Source: an optimization exercise on an open RTL-to-GDS flow (aim: small area and a short achievable clock period). Production flows keep margins and buffers that such runs may drop.
No run shown here included a check of the RTL's function; only the layout flow was run.

==> flow/design.v (outline; a module is shown in full before it is edited, if it fits) <==
// module LDL_crc32_d8: 40 lines
// module LDL_crc32_dn: 27 lines
// module LDL_crc32_dn_check: 1274 lines
// module crc_lanes: 74 lines
// module crc_fn_inv: 3 lines
// module crc_fn_or3: 3 lines
// module crc_fn_nor3: 3 lines
// module crc_fn_and2: 3 lines
// module crc_fn_and3: 3 lines
// module crc_fn_and4: 3 lines
// module crc_fn_nor2: 3 lines
// module crc_fn_nand2: 3 lines
// module crc_fn_nand3: 3 lines
// module crc_fn_nand4: 3 lines
// module crc_fn_nor4: 3 lines
// module crc_fn_a21oi: 3 lines
// module crc_fn_o21ai: 3 lines
// module crc_fn_a31oi: 3 lines
// module crc_fn_a31o: 3 lines
// module crc_fn_a32oi: 3 lines
// module crc_fn_a32o: 3 lines
// module crc_nand2: 3 lines
// module crc_nor2: 3 lines
// module crc_xn2: 3 lines
// module crc_x2: 3 lines
module LDL_crc32_dn_check #(parameter NUM = 16)(
  input  [8*NUM -1:0]        data,  
  input  [$clog2(NUM) -1:0]  bnum,  
  input         valid,
  input         eof  ,
  output reg    err  ,
  input         rst_n,
  input         clk
);
  // ...
==> flow/flow/run.sh <==
#!/bin/bash
# Layout: the standard ORFS flow (standard.sh) with the standard synthesis, and these
# changes to how the rest of the layout is made:
#  - port buffers are sky130_fd_sc_hd__buf_1 cells (buffer_ports -buffer_cell) instead of
#    the delay-buffer cells buffer_ports picks by default;
#  - after synthesis, the delay cells (clkdlybuf4s*, dlygate*, dlymetal*) join the
#    platform's DONT_USE_CELLS, so placement and repair do not use them;
set -euo pipefail
bash standard.sh synth > make_synth.log 2>&1
export BUFFER_PORTS_ARGS="-buffer_cell sky130_fd_sc_hd__buf_1"
DU="sky130_fd_sc_hd__probe_p_8 sky130_fd_sc_hd__probec_p_8 sky130_fd_sc_hd__lpflow_bleeder_1 sky130_fd_sc_hd__lpflow_clkbufkapwr_1 sky130_fd_sc_hd__lpflow_clkbufkapwr_16 sky130_fd_sc_hd__lpflow_clkbufkapwr_2 sky130_fd_sc_hd__lpflow_clkbufkapwr_4 sky130_fd_sc_hd__lpflow_clkbufkapwr_8 sky130_fd_sc_hd__lpflow_clkinvkapwr_1 sky130_fd_sc_hd__lpflow_clkinvkapwr_16 sky130_fd_sc_hd__lpflow_clkinvkapwr_2 sky130_fd_sc_hd__lpflow_clkinvkapwr_4 sky130_fd_sc_hd__lpflow_clkinvkapwr_8 sky130_fd_sc_hd__lpflow_decapkapwr_12 sky130_fd_sc_hd__lpflow_decapkapwr_3 sky130_fd_sc_hd__lpflow_decapkapwr_4 sky130_fd_sc_hd__lpflow_decapkapwr_6 sky130_fd_sc_hd__lpflow_decapkapwr_8 sky130_fd_sc_hd__lpflow_inputiso0n_1 sky130_fd_sc_hd__lpflow_inputiso0p_1 sky130_fd_sc_hd__lpflow_inputiso1n_1 sky130_fd_sc_hd__lpflow_inputiso1p_1 sky130_fd_sc_hd__lpflow_inputisolatch_1 sky130_fd_sc_hd__lpflow_isobufsrc_1 sky130_fd_sc_hd__lpflow_isobufsrc_16 sky130_fd_sc_hd__lpflow_isobufsrc_2 sky130_fd_sc_hd__lpflow_isobufsrc_4 sky130_fd_sc_hd__lpflow_isobufsrc_8 sky130_fd_sc_hd__lpflow_isobufsrckapwr_16 sky130_fd_sc_hd__lpflow_lsbuf_lh_hl_isowell_tap_1 sky130_fd_sc_hd__lpflow_lsbuf_lh_hl_isowell_tap_2 sky130_fd_sc_hd__lpflow_lsbuf_lh_hl_isowell_tap_4 sky130_fd_sc_hd__lpflow_lsbuf_lh_isowell_4 sky130_fd_sc_hd__lpflow_lsbuf_lh_isowell_tap_1 sky130_fd_sc_hd__lpflow_lsbuf_lh_isowell_tap_2 sky130_fd_sc_hd__lpflow_lsbuf_lh_isowell_tap_4"
DU="$DU sky130_fd_sc_hd__clkdlybuf4s15_1 sky130_fd_sc_hd__clkdlybuf4s15_2 sky130_fd_sc_hd__clkdlybuf4s18_1 sky130_fd_sc_hd__clkdlybuf4s18_2 sky130_fd_sc_hd__clkdlybuf4s25_1 sky130_fd_sc_hd__clkdlybuf4s25_2 sky130_fd_sc_hd__clkdlybuf4s50_1 sky130_fd_sc_hd__clkdlybuf4s50_2 sky130_fd_sc_hd__dlygate4sd1_1 sky130_fd_sc_hd__dlygate4sd2_1 sky130_fd_sc_hd__dlygate4sd3_1 sky130_fd_sc_hd__dlymetal6s2s_1 sky130_fd_sc_hd__dlymetal6s4s_1 sky130_fd_sc_hd__dlymetal6s6s_1"
bash standard.sh "DONT_USE_CELLS=$DU" SETUP_SLACK_MARGIN=14 finish > make_finish.log 2>&1
==> flow/standard.sh <==
#!/bin/bash
# synth_recipe.tcl (not shown) runs the flow's synth.tcl, then flattens the netlist and writes it again
# the make line also repeats each setting of config.mk as NAME=value (left out here)
make -C /OpenROAD-flow-scripts/flow DESIGN_CONFIG=/design/flow/config.mk WORK_HOME=/design/flow/orfs CLKGATE_MAP_FILE= SYNTH_SCRIPT=/design/flow/synth_recipe.tcl "${@:-finish}"
==> flow/config.mk <==
export PLATFORM = sky130hd
export DESIGN_NAME = LDL_crc32_dn_check
export DESIGN_NICKNAME = LDL_crc32_dn_check
export VERILOG_FILES = /design/flow/design.v
export SDC_FILE = /design/flow/constraint.sdc
export NUM_CORES = 4
export LEC_CHECK = 0
export ABC_CLOCK_PERIOD_IN_PS = 1500
export CAP_MARGIN = 20
export CORE_MARGIN = 2
export CORE_UTILIZATION = 50
export CTS_BUF_LIST = sky130_fd_sc_hd__clkbuf_4 sky130_fd_sc_hd__clkbuf_8
export PLACE_DENSITY = 0.75
export SLEW_MARGIN = 20
export SYNTH_HIERARCHICAL = 1
export SYNTH_MINIMUM_KEEP_SIZE = 0
==> flow/constraint.sdc <==
create_clock -name core_clock -period 24.0 [get_ports {clk}]
set_input_delay 4.8000 -clock core_clock [delete_from_list [all_inputs] [get_ports {clk}]]
set_output_delay 4.8000 -clock core_clock [all_outputs]
set_load 0.01 [all_outputs]
==> results.txt, run 1 <==
Post-DRT Antenna Nets=0; CTS clk-pin slew, worst paths=0.07 ns; CP startpoint kind=primary input; reg2reg setup slack=19.08 ns; complex-gate fraction of the synthesized area=4.26%; DR iter-0 viols=1284; status=timing/DRC/antenna clean; Cell Count, Final, Fillers Out=1623; Skew-Pair Late Insertion Delay=0.30 ns; clock sinks=33; Post-Synth Simple-Gate Area=10.8%; Total Wirelength=51700 um; Fmax achieved=0.0999 GHz; Finished Cell Area=11000 um^2; die area=21100 um^2; FF+latch count, synth=33; area share of the largest cell type after synthesis=75.5%; GRT Residual Overflow=0; Commonest cells post-synth=xor2_1, nor2_1, nand2_1; hold path endpoint=s[21]$_SDFFE_PN1P_; Biggest register=s; nonclk inv count=5; period utilization=41.7%; RR Startpoint=s[7]$_SDFFE_PN1P_; Seq/Total Area, Yosys=6.62%
==> run 2: changes to the inputs <==
--- a/flow/design.v
+++ b/flow/design.v
@@ -69,101 +69,101 @@
   input  [8*NUM -1:0]        data,  
   input  [$clog2(NUM) -1:0]  bnum,  
   input         valid,
   input         eof  ,
   output reg    err  ,
   input         rst_n,
   input         clk
 );
-reg  [31:0] s;       
+reg  [31:0] r;       
 wire [15:1] en, dis;
 wire [15:1] disl;
 crc_lanes u_lanes (.eof(eof), .bnum(bnum), .en(en), .dis(dis), .disl(disl));
 wire [993:0] t;
-assign t[0] = ~data[120] ^ s[0];
-assign t[1] = ~data[121] ^ s[1];
-assign t[2] = ~data[122] ^ s[2];
-assign t[3] = ~data[123] ^ s[3];
-assign t[4] = ~data[124] ^ s[4];
-assign t[5] = ~data[125] ^ s[5];
-assign t[6] = ~data[126] ^ s[6];
-assign t[7] = ~data[127] ^ s[7];
+assign t[0] = data[120] ^ r[0];
+assign t[1] = data[121] ^ r[1];
+assign t[2] = data[122] ^ r[2];
+assign t[3] = data[123] ^ r[3];
+assign t[4] = data[124] ^ r[4];
+assign t[5] = data[125] ^ r[5];
+assign t[6] = data[126] ^ r[6];
+assign t[7] = data[127] ^ r[7];
 wire m8;
 crc_nand2 n8 (.a(data[112]), .b(en[1]), .y(m8));
-assign t[8] = m8 ^ s[8];
+assign t[8] = ~(m8 ^ r[8]);
 wire m9;
 crc_nor2 n9 (.a(data[113]), .b(dis[1]), .y(m9));
-assign t[9] = m9 ^ s[9];
+assign t[9] = ~(m9 ^ r[9]);
 wire m10;
 crc_nor2 n10 (.a(data[114]), .b(dis[1]), .y(m10));
-assign t[10] = m10 ^ s[10];
+assign t[10] = ~(m10 ^ r[10]);
 wire m11;
 crc_nor2 n11 (.a(data[115]), .b(dis[1]), .y(m11));
-assign t[11] = m11 ^ s[11];
+assign t[11] = ~(m11 ^ r[11]);
 wire m12;
 crc_nor2 n12 (.a(data[116]), .b(dis[1]), .y(m12));
-assign t[12] = m12 ^ s[12];
+assign t[12] = ~(m12 ^ r[12]);
 wire m13;
 crc_nand2 n13 (.a(data[117]), .b(en[1]), .y(m13));
-assign t[13] = m13 ^ s[13];
+assign t[13] = ~(m13 ^ r[13]);
 wire m14;
 crc_nand2 n14 (.a(data[118]), .b(en[1]), .y(m14));
-assign t[14] = m14 ^ s[14];
+assign t[14] = ~(m14 ^ r[14]);
 wire m15;
 crc_nand2 n15 (.a(data[119]), .b(en[1]), .y(m15));
-assign t[15] = m15 ^ s[15];
+assign t[15] = ~(m15 ^ r[15]);
 wire m16;
 crc_nor2 n16 (.a(data[104]), .b(dis[2]), .y(m16));
-assign t[16] = m16 ^ s[16];
+assign t[16] = ~(m16 ^ r[16]);
 wire m17;
 crc_nand2 n17 (.a(data[105]), .b(en[2]), .y(m17));
-assign t[17] = m17 ^ s[17];
+assign t[17] = ~(m17 ^ r[17]);
 wire m18;
 crc_nand2 n18 (.a(data[106]), .b(en[2]), .y(m18));
-assign t[18] = m18 ^ s[18];
+assign t[18] = ~(m18 ^ r[18]);
 wire m19;
 crc_nor2 n19 (.a(data[107]), .b(dis[2]), .y(m19));
-assign t[19] = m19 ^ s[19];
+assign t[19] = ~(m19 ^ r[19]);
 wire m20;
 crc_nand2 n20 (.a(data[108]), .b(en[2]), .y(m20));
-assign t[20] = m20 ^ s[20];
+assign t[20] = ~(m20 ^ r[20]);
 wire m21;
 crc_nand2 n21 (.a(data[109]), .b(en[2]), .y(m21));
-assign t[21] = m21 ^ s[21];
+assign t[21] = ~(m21 ^ r[21]);
 wire m22;
 crc_nand2 n22 (.a(data[110]), .b(en[2]), .y(m22));
-assign t[22] = m22 ^ s[22];
+assign t[22] = ~(m22 ^ r[22]);
 wire m23;
 crc_nand2 n23 (.a(data[111]), .b(en[2]), .y(m23));
-assign t[23] = m23 ^ s[23];
+assign t[23] = ~(m23 ^ r[23]);
 wire m24;
 crc_nor2 n24 (.a(data[96]), .b(dis[3]), .y(m24));
-assign t[24] = m24 ^ s[24];
+assign t[24] = ~(m24 ^ r[24]);
 wire m25;
 crc_nor2 n25 (.a(data[97]), .b(dis[3]), .y(m25));
-assign t[25] = m25 ^ s[25];
+assign t[25] = ~(m25 ^ r[25]);
 wire m26;
 crc_nor2 n26 (.a(data[98]), .b(dis[3]), .y(m26));
-assign t[26] = m26 ^ s[26];
+assign t[26] = ~(m26 ^ r[26]);
 wire m27;
 crc_nand2 n27 (.a(data[99]), .b(en[3]), .y(m27));
-assign t[27] = m27 ^ s[27];
+assign t[27] = ~(m27 ^ r[27]);
 wire m28;
 crc_nand2 n28 (.a(data[100]), .b(en[3]), .y(m28));
-assign t[28] = m28 ^ s[28];
+assign t[28] = ~(m28 ^ r[28]);
 wire m29;
 crc_nand2 n29 (.a(data[101]), .b(en[3]), .y(m29));
-assign t[29] = m29 ^ s[29];
+assign t[29] = ~(m29 ^ r[29]);
 wire m30;
 crc_nor2 n30 (.a(data[102]), .b(dis[3]), .y(m30));
-assign t[30] = m30 ^ s[30];
+assign t[30] = ~(m30 ^ r[30]);
 wire m31;
 crc_nor2 n31 (.a(data[103]), .b(dis[3]), .y(m31));
-assign t[31] = m31 ^ s[31];
+assign t[31] = ~(m31 ^ r[31]);
 wire m32;
 crc_nor2 n32 (.a(data[88]), .b(dis[4]), .y(m32));
 assign t[32] = m32;
 wire m33;
 crc_nor2 n33 (.a(data[89]), .b(dis[4]), .y(m33));
 assign t[33] = m33;
 wire m34;
 crc_nand2 n34 (.a(data[90]), .b(en[4]), .y(m34));
@@ -1309,17 +1309,62 @@
 crc_x2 g844 (.a(t[246]), .b(t[345]), .y(t[987]));
 crc_x2 g845 (.a(t[445]), .b(t[453]), .y(t[988]));
 crc_x2 g846 (.a(t[985]), .b(t[986]), .y(t[989]));
 crc_x2 g847 (.a(t[495]), .b(t[987]), .y(t[990]));
 crc_x2 g848 (.a(t[988]), .b(t[989]), .y(t[991]));
 crc_x2 g849 (.a(t[504]), .b(t[990]), .y(t[992]));
 crc_xn2 g850 (.a(t[991]), .b(t[992]), .y(t[993]));
 wire [31:0] match = {t[993], t[980], t[961], t[945], t[930], t[914], t[898], t[884], t[868], t[850], t[832], t[818], t[801], t[787], t[769], t[753], t[738], t[722], t[707], t[696], t[680], t[669], t[655], t[642], t[628], t[610], t[595], t[580], t[565], t[549], t[536], t[522]};
-wire [31:0] z = match ^ 32'h2144df1c;
+wire [3:0] take, ntake, hold;
+crc_fn_take  u_tk0 (.v(valid), .e(eof), .rn(rst_n), .y(take[0]));
+crc_fn_ntake u_nt0 (.v(valid), .e(eof), .rn(rst_n), .y(ntake[0]));
+crc_fn_hold  u_hd0 (.v(valid), .rn(rst_n), .y(hold[0]));
+crc_fn_take  u_tk1 (.v(valid), .e(eof), .rn(rst_n), .y(take[1]));
+crc_fn_ntake u_nt1 (.v(valid), .e(eof), .rn(rst_n), .y(ntake[1]));
+crc_fn_hold  u_hd1 (.v(valid), .rn(rst_n), .y(hold[1]));
+crc_fn_take  u_tk2 (.v(valid), .e(eof), .rn(rst_n), .y(take[2]));
+crc_fn_ntake u_nt2 (.v(valid), .e(eof), .rn(rst_n), .y(ntake[2]));
+crc_fn_hold  u_hd2 (.v(valid), .rn(rst_n), .y(hold[2]));
+crc_fn_take  u_tk3 (.v(valid), .e(eof), .rn(rst_n), .y(take[3]));
+crc_fn_ntake u_nt3 (.v(valid), .e(eof), .rn(rst_n), .y(ntake[3]));
+crc_fn_hold  u_hd3 (.v(valid), .rn(rst_n), .y(hold[3]));
+wire [31:0] r_d;
+crc_fn_a2bb2o u_r0 (.a1n(ntake[0]), .a2n(match[0]), .b1(hold[0]), .b2(r[0]), .y(r_d[0]));
+crc_fn_a2bb2o u_r1 (.a1n(ntake[0]), .a2n(match[1]), .b1(hold[0]), .b2(r[1]), .y(r_d[1]));
+crc_fn_a22o   u_r2 (.a1(take[0]), .a2(match[2]), .b1(hold[0]), .b2(r[2]), .y(r_d[2]));
+crc_fn_a22o   u_r3 (.a1(take[0]), .a2(match[3]), .b1(hold[0]), .b2(r[3]), .y(r_d[3]));
+crc_fn_a22o   u_r4 (.a1(take[0]), .a2(match[4]), .b1(hold[0]), .b2(r[4]), .y(r_d[4]));
+crc_fn_a2bb2o u_r5 (.a1n(ntake[0]), .a2n(match[5]), .b1(hold[0]), .b2(r[5]), .y(r_d[5]));
+crc_fn_a2bb2o u_r6 (.a1n(ntake[0]), .a2n(match[6]), .b1(hold[0]), .b2(r[6]), .y(r_d[6]));
+crc_fn_a2bb2o u_r7 (.a1n(ntake[0]), .a2n(match[7]), .b1(hold[0]), .b2(r[7]), .y(r_d[7]));
+crc_fn_a22o   u_r8 (.a1(take[1]), .a2(match[8]), .b1(hold[1]), .b2(r[8]), .y(r_d[8]));
+crc_fn_a22o   u_r9 (.a1(take[1]), .a2(match[9]), .b1(hold[1]), .b2(r[9]), .y(r_d[9]));
+crc_fn_a22o   u_r10 (.a1(take[1]), .a2(match[10]), .b1(hold[1]), .b2(r[10]), .y(r_d[10]));
+crc_fn_a22o   u_r11 (.a1(take[1]), .a2(match[11]), .b1(hold[1]), .b2(r[11]), .y(r_d[11]));
+crc_fn_a22o   u_r12 (.a1(take[1]), .a2(match[12]), .b1(hold[1]), .b2(r[12]), .y(r_d[12]));
+crc_fn_a2bb2o u_r13 (.a1n(ntake[1]), .a2n(match[13]), .b1(hold[1]), .b2(r[13]), .y(r_d[13]));
+crc_fn_a22o   u_r14 (.a1(take[1]), .a2(match[14]), .b1(hold[1]), .b2(r[14]), .y(r_d[14]));
+crc_fn_a22o   u_r15 (.a1(take[1]), .a2(match[15]), .b1(hold[1]), .b2(r[15]), .y(r_d[15]));
+crc_fn_a2bb2o u_r16 (.a1n(ntake[2]), .a2n(match[16]), .b1(hold[2]), .b2(r[16]), .y(r_d[16]));
+crc_fn_a2bb2o u_r17 (.a1n(ntake[2]), .a2n(match[17]), .b1(hold[2]), .b2(r[17]), .y(r_d[17]));
+crc_fn_a22o   u_r18 (.a1(take[2]), .a2(match[18]), .b1(hold[2]), .b2(r[18]), .y(r_d[18]));
+crc_fn_a2bb2o u_r19 (.a1n(ntake[2]), .a2n(match[19]), .b1(hold[2]), .b2(r[19]), .y(r_d[19]));
+crc_fn_a2bb2o u_r20 (.a1n(ntake[2]), .a2n(match[20]), .b1(hold[2]), .b2(r[20]), .y(r_d[20]));
+crc_fn_a2bb2o u_r21 (.a1n(ntake[2]), .a2n(match[21]), .b1(hold[2]), .b2(r[21]), .y(r_d[21]));
+crc_fn_a22o   u_r22 (.a1(take[2]), .a2(match[22]), .b1(hold[2]), .b2(r[22]), .y(r_d[22]));
+crc_fn_a2bb2o u_r23 (.a1n(ntake[2]), .a2n(match[23]), .b1(hold[2]), .b2(r[23]), .y(r_d[23]));
+crc_fn_a22o   u_r24 (.a1(take[3]), .a2(match[24]), .b1(hold[3]), .b2(r[24]), .y(r_d[24]));
+crc_fn_a2bb2o u_r25 (.a1n(ntake[3]), .a2n(match[25]), .b1(hold[3]), .b2(r[25]), .y(r_d[25]));
+crc_fn_a2bb2o u_r26 (.a1n(ntake[3]), .a2n(match[26]), .b1(hold[3]), .b2(r[26]), .y(r_d[26]));
+crc_fn_a2bb2o u_r27 (.a1n(ntake[3]), .a2n(match[27]), .b1(hold[3]), .b2(r[27]), .y(r_d[27]));
+crc_fn_a2bb2o u_r28 (.a1n(ntake[3]), .a2n(match[28]), .b1(hold[3]), .b2(r[28]), .y(r_d[28]));
+crc_fn_a22o   u_r29 (.a1(take[3]), .a2(match[29]), .b1(hold[3]), .b2(r[29]), .y(r_d[29]));
+crc_fn_a2bb2o u_r30 (.a1n(ntake[3]), .a2n(match[30]), .b1(hold[3]), .b2(r[30]), .y(r_d[30]));
+crc_fn_a2bb2o u_r31 (.a1n(ntake[3]), .a2n(match[31]), .b1(hold[3]), .b2(r[31]), .y(r_d[31]));
 wire [7:0] g;
 wire [1:0] h;
 wire nvr;
 crc_fn_nand4 u_g0 (.a(match[0]), .b(match[1]), .c(match[2]), .d(match[3]), .y(g[0]));
 crc_fn_nand4 u_g1 (.a(match[4]), .b(match[5]), .c(match[6]), .d(match[7]), .y(g[1]));
 crc_fn_nand4 u_g2 (.a(match[8]), .b(match[9]), .c(match[10]), .d(match[11]), .y(g[2]));
 crc_fn_nand4 u_g3 (.a(match[12]), .b(match[13]), .c(match[14]), .d(match[15]), .y(g[3]));
 crc_fn_nand4 u_g4 (.a(match[16]), .b(match[17]), .c(match[18]), .d(match[19]), .y(g[4]));
@@ -1327,20 +1372,17 @@
 crc_fn_nand4 u_g6 (.a(match[24]), .b(match[25]), .c(match[26]), .d(match[27]), .y(g[6]));
 crc_fn_nand4 u_g7 (.a(match[28]), .b(match[29]), .c(match[30]), .d(match[31]), .y(g[7]));
 crc_fn_nor4  u_h0 (.a(g[0]), .b(g[1]), .c(g[2]), .d(g[3]), .y(h[0]));
 crc_fn_nor4  u_h1 (.a(g[4]), .b(g[5]), .c(g[6]), .d(g[7]), .y(h[1]));
 crc_fn_nand3 u_vr (.a(valid), .b(eof), .c(rst_n), .y(nvr));
 wire err_d;
 crc_fn_a21oi u_err (.a1(h[0]), .a2(h[1]), .b1(nvr), .y(err_d));
 always @(posedge clk) begin
-    if (!rst_n)
-        s <= '1;
-    else if (valid)
-        s <= eof ? '1 : z;
+    r   <= r_d;
     err <= err_d;
 end
 endmodule
 module crc_lanes (input eof, input [3:0] bnum, output [15:1] en, output [15:1] dis, output [15:1] disl);
 wire [3:0] b = bnum;
 wire e = eof;
 wire nb3_0, nz_0, eb3_0;
 crc_fn_inv   u_nb3_0 (.a(b[3]), .y(nb3_0));
@@ -1441,16 +1483,31 @@
 assign y = ~(a & b & c);
 endmodule
 module crc_fn_nand4 (input a, input b, input c, input d, output y);
 assign y = ~(a & b & c & d);
 endmodule
 module crc_fn_nor4 (input a, input b, input c, input d, output y);
 assign y = ~(a | b | c | d);
 endmodule
+module crc_fn_a22o (input a1, input a2, input b1, input b2, output y);
+assign y = (a1 & a2) | (b1 & b2);
+endmodule
+module crc_fn_a2bb2o (input a1n, input a2n, input b1, input b2, output y);
+assign y = (~a1n & ~a2n) | (b1 & b2);
+endmodule
+module crc_fn_take (input v, input e, input rn, output y);
+assign y = v & ~e & rn;
+endmodule
+module crc_fn_ntake (input v, input e, input rn, output y);
+assign y = ~(v & ~e & rn);
+endmodule
+module crc_fn_hold (input v, input rn, output y);
+assign y = ~v & rn;
+endmodule
 module crc_fn_a21oi (input a1, input a2, input b1, output y);
 assign y = ~((a1 & a2) | b1);
 endmodule
 module crc_fn_o21ai (input a1, input a2, input b1, output y);
 assign y = ~((a1 | a2) & b1);
 endmodule
 module crc_fn_a31oi (input a1, input a2, input a3, input b1, output y);
 assign y = ~((a1 & a2 & a3) | b1);
--- a/flow/config.mk
+++ b/flow/config.mk
@@ -5,12 +5,13 @@
 export SDC_FILE = /design/flow/constraint.sdc
 export NUM_CORES = 4
 export LEC_CHECK = 0
 export ABC_CLOCK_PERIOD_IN_PS = 1500
 export CAP_MARGIN = 20
 export CORE_MARGIN = 2
 export CORE_UTILIZATION = 50
 export CTS_BUF_LIST = sky130_fd_sc_hd__clkbuf_4 sky130_fd_sc_hd__clkbuf_8
+export GPL_ROUTABILITY_DRIVEN = 0
 export PLACE_DENSITY = 0.75
 export SLEW_MARGIN = 20
 export SYNTH_HIERARCHICAL = 1
 export SYNTH_MINIMUM_KEEP_SIZE = 0
==> run 2 against run 1 <==
Compared with the run above:
- still clean
- die area is 0.50% lower
- flip-flop and latch count is the same
- synthesized cell count decreased by 4.3%
- critical path type unchanged
==> results.txt, run 2 <==
Max Cap Viol=0 (unchanged); Fin Setup TNS=0 ns (unchanged); Synth Flop Type=dfxtp_1 (unchanged); YS warnings=7 (unchanged); largest net degree at the start of global routing=33 (was 53); slowest stage delay, CP=0.69 ns (was 0.63 ns); worst setup path class=in2reg (unchanged); initial antenna violation count=0 (unchanged); Hold WC Path Type=reg2reg (unchanged); Synth cell types=25 (was 27); max reg flops=32 (unchanged); Worst Path Buf+Inv=2 (unchanged); Post-route DRC=0 (unchanged); die height=145 um (about the same); Die Width=145 um (about the same); ratio of cells with drive above 1 in the final layout=3.60% (was 2.43%); die area=21000 um^2 (was 21100 um^2); number of I/O port buffers=136 (unchanged); # resized after CTS=1 (was 5); EDFF count, synth=0 (unchanged); count leader, synth=xor2_1 (unchanged); Root Buffer Master=clkbuf_8 (unchanged); Slew @ Worst Pin=1.25 ns (was 1.17 ns); nets@finish=1441 (was 1493); clock sinks=33 (unchanged); via count=9586 (was 9635); I/O pin cnt=137 (unchanged); most frequent cells in the layout=xor2_1, buf_1, nor2_1 (unchanged); antenna cells=0 (unchanged); hold path endpoint=r[6]$_DFF_P_ (was s[21]$_SDFFE_PN1P_); vias per cell=6.11 (was 5.94); RSZ-0062 raised after global routing=no (unchanged); row cnt=51 (unchanged); Syn Area/Cell=8.60 um^2 (was 8.27 um^2); DRT met1 WL=16000 um (was 20000 um); area delta synth->final=10.4% (was 10.6%); final-report max-slew violation count=0 (unchanged); CP startpoint kind=primary input (unchanged); Cells after Synth=1155 (was 1207); fill count=1847 (was 1932); post-synth top area cell=xor2_1 (unchanged); first-pass GRT wire length=61500 um (was 69900 um); FF+latch count, synth=33 (unchanged); met3 WL=6860 um (was 5420 um); Tot GR Track Use=40.5% (was 47.2%); Final Hold Vio Count=0 (unchanged); Fmax achieved=0.0998 GHz (was 0.0999 GHz); Biggest register=r (was s); vias in the first global route=9299 (was 9333); Worst path slowest cell=xor2_1 (unchanged); syn_nets=1291 (was 1343); Core ar.=19500 um^2 (about the same); Slew HR=16.2% (was 21.8%); Initial Util=51.0% (was 51.1%); Storage cell area=661 um^2 (unchanged); Pre-antenna DRT Iters=6 (was 5); reg2reg setup slack=18.98 ns (was 19.08 ns); Worst Reg2Reg Path Length in Cells=11 (was 12); biggest regs=r (32), err (1) (was s (32), err (1)); Total Wirelength=44600 um (was 51700 um); Final min period=10.02 ns (was 10.01 ns); CP cell instances=clkbuf_2 -> clkbuf_2 -> and2_1 -> a31o_1 -> nor2_1 -> xor2_1 -> xor2_1 -> xor2_1 -> xor2_1 -> xor2_1 -> xor2_1 -> xnor2_1 -> nand4_1 -> nor4_2 -> a21oi_2 (was buf_1 -> or3_1 -> and4_1 -> nor2_1 -> buf_1 -> xor2_1 -> xor2_1 -> xor2_1 -> xor2_1 -> xor2_1 -> xor2_1 -> xor2_1 -> xor2_1 -> nand4_1 -> nor4_2 -> a21oi_2); clock buffer depth=2 (unchanged); Worst Path Max Fanout=32 (was 12); Post-DRT Antenna Nets=0 (unchanged); RR Startpoint=r[6]$_DFF_P_ (was s[7]$_SDFFE_PN1P_); Final Skew=0.00568 ns (was 0.00774 ns); leading cell type in the layout, fill and taps excluded=xor2_1 (unchanged); period utilization=41.7% (about the same); CTS tree=done (unchanged); H-Tree Depth=2 (unchanged); async set-reset flop share out of synthesis=0% (unchanged); area share of the largest cell type after synthesis=74.4% (was 75.5%); Commonest cells post-synth=xor2_1, nor2_1, nand2_1 (unchanged); hold_sp=r[6]$_DFF_P_ (was s[21]$_SDFFE_PN1P_); area of the multi-input gates=9340 um^2 (was 9350 um^2); metal2 WL=17200 um (was 20800 um); Hold Path Depth=1 (was 2); GRT Residual Overflow=0 (unchanged); Seq/Total Area, Yosys=6.65% (was 6.62%); DR iter-0 viols=1746 (was 1284); postcts setup bufs=0 (unchanged); Fin Hold WS=0.487 ns (was 0.524 ns); Top Metal Used=met4 (unchanged); Synth area leaders=xor2_1, dfxtp_1, xnor2_1 (was xor2_1, dfxtp_1, nor2_1); Worst Path Arrival=10.19 ns (about the same); Crit path max-delay family=XOR/XNOR gates (unchanged); Skew-Pair Late Insertion Delay=0.29 ns (was 0.30 ns); CP Capture Type=flop (unchanged); mapped cell area=9930 um^2 (was 9980 um^2); R2R Path End=err$_DFF_P_ (unchanged); Crit path top cell by count=xor2_1 (unchanged); cts bufs inserted=5 (unchanged); Hold Buf Count CTS=0 (unchanged); CTS clk-pin slew, worst paths=0.06 ns (was 0.07 ns); status=timing/DRC/antenna clean (unchanged); final setup fails=0 (unchanged); detailed placer's ending HPWL=38000 um (was 45400 um); Wirelength per Cell=28.4 um (was 31.9 um); Worst EP required=24.17 ns (was 24.18 ns)
run 2: cell types whose count changed in the layout (fill, tap and decap cells not counted), sizes merged, moves of 3 or more:
cell     delta
a22o       +14
a31oi      -14
and3b       +4
buf        -13
nand3b      +4
nor2       -18
nor2b       +3
nor3b      -32
o21ai      -18
o2bb2ai    +18
xnor2      +16
xor2       -16
run 2: logic make-up after synthesis:
| group | Yosys count | share of synthesized area [%] |
|---|---|---|
| and+or+nand+nor | 175 | 8.83 |
| buffers and inverters | 5 | 0.189 |
| AOI/OAI and AO/OA | 59 | 6.45 |
| xor gates and xnor gates | 883 | 77.9 |
| DFF | 33 | 6.65 |
run 2: per-stage QoR:
stage / cell area (um^2) / setup slack (ns) / utilization, % / instances
3_3_place_gp: 10800 / 13.59 / 55.5 / 1563
3_5_place_dp: 10800 / 13.52 / 55.5 / 1563
2_1_floorplan: 9930 / 15.34 / - / 1155
5_1_grt: 11000 / 13.83 / 56.3 / 1569
4_1_cts: 10900 / 14.06 / 55.9 / 1569
6_report: 11000 / 13.98 / 56.3 / 1569
run 2: cell type report:
type                    count  area share [%]
clock buffers               5           0.628
clock inverters             1          0.0456
inverters                   5           0.171
multi-input cells        1117            85.2
flip-flops and latches     33            6.02
well taps                 265            3.02
repair buffers            143            4.92
run 2: worst max path at each step:
stage / startpoint / endpoint / slack [ns] / depth (start not counted)
6_report: eof / err$_DFF_P_ / 13.98 / 15
5_1_grt: bnum[1] / err$_DFF_P_ / 13.83 / 16
4_1_cts: eof / err$_DFF_P_ / 14.06 / 16
3_5_place_dp: eof / err$_DFF_P_ / 13.52 / 16
3_3_place_gp: eof / err$_DFF_P_ / 13.59 / 16
2_1_floorplan: bnum[1] / err$_DFF_P_ / 15.34 / 14
run 2: Yosys stat by module, one instance, submodules excluded, excerpt:
module              area, um^2  flops+latches  copies in the design
crc_fn_a32oi              8.76              0                     7
crc_fn_or3                6.26              0                     4
crc_fn_nor3               10.0              0                     1
crc_fn_nor2               3.75              0                     1
crc_fn_ntake              7.51              0                     4
crc_fn_nor4               12.5              0                     2
crc_fn_and4               8.76              0                    12
crc_x2                    8.76              0                   836
LDL_crc32_dn_check         941             33                     1
crc_fn_a32o               10.0              0                    14
crc_fn_a22o               8.76              0                    14
crc_fn_a21oi              8.76              0                     2
crc_fn_nand3              5.00              0                     3
crc_fn_take               8.76              0                     4
run 2: worst reg2reg max path: cells and delay by family, from the launching register on:
| kind | cells | cell delay, ns |
|---|---|---|
| flip-flops | 1 | 0.36 |
| AO/OA/AOI/OAI | 1 | 0.08 |
| AND/OR/NAND/NOR | 2 | 0.47 |
| XOR/XNOR | 8 | 3.99 |
run 2: routing by layer:
metal	track usage, %	vias up
met1	50.3	4242
li1	-	3982
met4	31.6	0
met5	0	-
met3	13.6	317
met2	57.1	1045
==> run 3: changes to the inputs <==
--- a/flow/config.mk
+++ b/flow/config.mk
@@ -11,5 +11,4 @@
 export CORE_UTILIZATION = 50
 export CTS_BUF_LIST = sky130_fd_sc_hd__clkbuf_4 sky130_fd_sc_hd__clkbuf_8
-export GPL_ROUTABILITY_DRIVEN = 0
 export PLACE_DENSITY = 0.75
 export SLEW_MARGIN = 20
==> run 3 against run 2 <==
Compared with the run above:
- flip-flop and latch count stayed put
- still clean
- synthesized cell count is the same
- clock-buffer cell count increased by 1
- highest routed layer unchanged
- clock skew about the same
- final cell count is 0.45% higher
==> results.txt, run 3 <==
antenna cells=0 (unchanged); RSZ-0062 raised after global routing=no (unchanged); final setup fails=0 (unchanged); YS warnings=7 (unchanged); fill count=1917 (was 1847); Initial Util=51.0% (unchanged); period utilization=41.9% (was 41.7%); die area=21000 um^2 (unchanged); ratio of cells with drive above 1 in the final layout=4.65% (was 3.60%); Fin Setup TNS=0 ns (unchanged); Setup Slack @ Placement=13.50 ns (was 13.52 ns); syn_nets=1291 (unchanged); Setup WS post-layout=13.95 ns (was 13.98 ns); detailed placer's ending HPWL=44500 um (was 38000 um); count leader, synth=xor2_1 (unchanged); Final Skew=0.00603 ns (was 0.00568 ns); Post-route DRC=0 (unchanged); async set-reset flop share out of synthesis=0% (unchanged); die height=145 um (unchanged); I/O pin cnt=137 (unchanged); complex-gate fraction of the synthesized area=6.45% (unchanged); Slew @ Worst Pin=1.11 ns (was 1.25 ns); vias per cell=5.99 (was 6.11); Hold Buf Count CTS=0 (unchanged); vias in the first global route=8994 (was 9299); Synth area leaders=xor2_1, dfxtp_1, xnor2_1 (unchanged); R2R Path End=err$_DFF_P_ (unchanged); CP Capture Type=flop (unchanged); Pre-antenna DRT Iters=6 (unchanged); number of I/O port buffers=136 (unchanged); multiplexer share of the synthesized area=0% (unchanged); Commonest cells post-synth=xor2_1, nor2_1, nand2_1 (unchanged); Cells after Synth=1155 (unchanged); Total Wirelength=50300 um (was 44600 um); FF+latch count, synth=33 (unchanged); Die Width=145 um (unchanged); final design utilization=56.9% (was 56.3%); Worst EP required=24.16 ns (was 24.17 ns); Hold WC Path Type=reg2reg (unchanged); EDFF count, synth=0 (unchanged); CP cell instances=buf_1 -> or3_1 -> and4_1 -> nor2_1 -> xor2_1 -> xor2_1 -> xor2_1 -> xor2_1 -> xor2_1 -> xor2_1 -> xnor2_1 -> nand4_1 -> nor4_2 -> a21oi_2 (was clkbuf_2 -> clkbuf_2 -> and2_1 -> a31o_1 -> nor2_1 -> xor2_1 -> xor2_1 -> xor2_1 -> xor2_1 -> xor2_1 -> xor2_1 -> xnor2_1 -> nand4_1 -> nor4_2 -> a21oi_2); Synth cell types=25 (unchanged); DR iter-0 viols=1390 (was 1746); reg2reg setup slack=19.26 ns (was 18.98 ns); GRT Residual Overflow=0 (unchanged); hold_sp=r[0]$_DFF_P_ (was r[6]$_DFF_P_); Core ar.=19500 um^2 (unchanged); max reg flops=32 (unchanged); first-pass GRT wire length=67800 um (was 61500 um); Post-DRT Antenna Nets=0 (unchanged); largest family of logic cells by synthesized area=XOR/XNOR gates (unchanged); XOR/XNOR Fraction of Synth Area=77.9% (unchanged); leading cell type in the layout, fill and taps excluded=xor2_1 (unchanged); Tot GR Track Use=46.1% (was 40.5%); adder-cell share of the synthesized area=0% (unchanged); mapped cell area=9930 um^2 (unchanged); largest net degree at the start of global routing=48 (was 33); Synth Flop Type=dfxtp_1 (unchanged); Biggest register=r (unchanged); Root Buffer Master=clkbuf_8 (unchanged); dpl cell area=10800 um^2 (about the same); slowest stage delay, CP=0.89 ns (was 0.69 ns); Post-Synth Simple-Gate Area=8.83% (unchanged); Max Cap Viol=0 (unchanged); Wirelength per Cell=31.9 um (was 28.4 um); Finished Cell Area=11100 um^2 (was 11000 um^2); row cnt=51 (unchanged); Worst Path Arrival=10.21 ns (was 10.19 ns); Syn Area/Cell=8.60 um^2 (unchanged); gpl congestion=1.21; Slew HR=26.0% (was 16.2%); via count=9440 (was 9586); Worst Reg2Reg Path Length in Cells=12 (was 11); Crit path top cell by count=xor2_1 (unchanged); final-report max-slew violation count=0 (unchanged); Fmax achieved=0.0995 GHz (was 0.0998 GHz); clock buffer depth=2 (unchanged); CTS tree=done (unchanged); Worst Path Max Fanout=12 (was 32); postcts setup bufs=0 (unchanged); status=timing/DRC/antenna clean (unchanged); Seq/Total Area, Yosys=6.65% (unchanged); most frequent cells in the layout=xor2_1, buf_1, nor2_1 (unchanged); Final Hold Vio Count=0 (unchanged); hold path endpoint=r[0]$_DFF_P_ (was r[6]$_DFF_P_); Critical Path Source=bnum[1] (was eof); initial antenna violation count=0 (unchanged); RR Startpoint=r[0]$_DFF_P_ (was r[6]$_DFF_P_); worst setup path class=in2reg (unchanged); nets@finish=1446 (was 1441); area share of the largest cell type after synthesis=74.4% (unchanged); clock sinks=33 (unchanged); post-synth top area cell=xor2_1 (unchanged); CTS clk-pin slew, worst paths=0.07 ns (was 0.06 ns); Skew-Pair Late Insertion Delay=0.29 ns (about the same); CP startpoint kind=primary input (unchanged); Hold Path Depth=1 (unchanged); Final min period=10.05 ns (was 10.02 ns); area delta synth->final=11.6% (was 10.4%); cts bufs inserted=5 (unchanged); H-Tree Depth=2 (unchanged); biggest regs=r (32), err (1) (unchanged); Worst path slowest cell=xor2_1 (unchanged)
==> run 3: cell types whose count changed in the layout (fill, tap and decap cells not counted), moves of 2 or more <==
cell | before | now
xor2_1 | 836 | 827
xor2_2 | 8 | 17
clkbuf_2 | 2 | 0
buf_1 | 141 | 147
nor2_2 | 0 | 2
clkbuf_4 | 0 | 2
nor2_1 | 67 | 65
==> run 3: what timing repair did <==
action	4_1_cts	5_1_grt
setup endpoints to repair	1	1
pin swaps	0	0
resized for setup	8	18
==> run 3: logic make-up after synthesis <==
logic type,Yosys count
simple gates,175
xor+xnor,883
compound gates,59
buf+inv,5
flops,33
==> run 3: stage by stage <==
step	hold slack, ns	cells
2_1_floorplan	0.460	1155
3_3_place_gp	0.476	1568
3_5_place_dp	0.475	1568
4_1_cts	0.488	1576
5_1_grt	0.500	1576
6_report	0.490	1576
==> run 3: layout make-up <==
cell class | instances | area (um^2) | area share, %
multi-input combinational | 1117 | 9430 | 85.1
clock buffer | 6 | 76.3 | 0.689
timing repair buffer | 148 | 559 | 5.05
tap | 265 | 332 | 2.99
inverter | 5 | 18.8 | 0.169
sequential | 33 | 661 | 5.96
clock inverter | 2 | 10.0 | 0.0903
==> run 3: critical path: cells and delay by family <==
kind | cells | cell delay (ns)
buf+inv | 1 | 0.20
xor+xnor | 7 | 2.80
compound gates | 1 | 0.09
simple gates | 5 | 2.29
==> run 3: worst max path at each step <==
stage,to,slack [ns],cells after the start
floorplan,err$_DFF_P_,15.34,14
global placement,err$_DFF_P_,13.51,15
detailed placement,err$_DFF_P_,13.50,14
CTS,err$_DFF_P_,14.02,15
global route,err$_DFF_P_,14.00,15
finish,err$_DFF_P_,13.95,14
==> run 3: per-module statistics from Yosys (local to each module, per instance), a selection <==
module	times used	cell area (um^2)
crc_nand2	54	3.75
crc_fn_a32oi	7	8.76
crc_fn_hold	4	13.8
crc_fn_a31oi	1	6.26
crc_fn_nand2	1	3.75
crc_fn_nor3	1	10.0
crc_fn_a21oi	2	8.76
LDL_crc32_dn_check	1	941
==> run 3: routing by layer <==
| metal | GRT usage, % | vias up | share of wire (%) | routed length (um) |
|---|---|---|---|---|
| met4 | 35.7 | 0 | 9.7 | 4880 |
| met2 | 68.4 | 862 | 41 | 20600 |
| met5 | 0 | - | 0 | 0 |
| met3 | 9.06 | 226 | 11 | 5660 |
| li1 | - | 3980 | - | - |
| met1 | 58.4 | 4372 | 38 | 19100 |

re-timing with driven ports:
The flow's constraints put no driver on any port. The routed layouts listed below were extracted and timed again, unchanged, in two steps.
Step 1, drivers: a clkbuf_16 drives clk and a buf_2 each remaining input, both assumed.
Step 2, shift: input delay + t, output delay - t, t = (earliest + latest rising clock arrival at the registers) / 2. This alone moves slack from input paths to output paths.
Three values: no drivers, after step 1, after step 2; two values: the first two.
run | t, ns | setup slack, ns | pins driven straight from the clock port
run 1 | 0.322 | 13.992 / 13.997 / 13.675 | 1
run 2 | 0.321 | 13.983 / 13.995 / 13.674 | 1
run 3 | 0.318 | 13.945 / 13.952 / 13.634 | 1
After both steps every run listed still meets setup and hold. For run 1, which loses most, drivers alone change the setup slack by +0.005 ns; drivers and shift together by -0.317 ns.
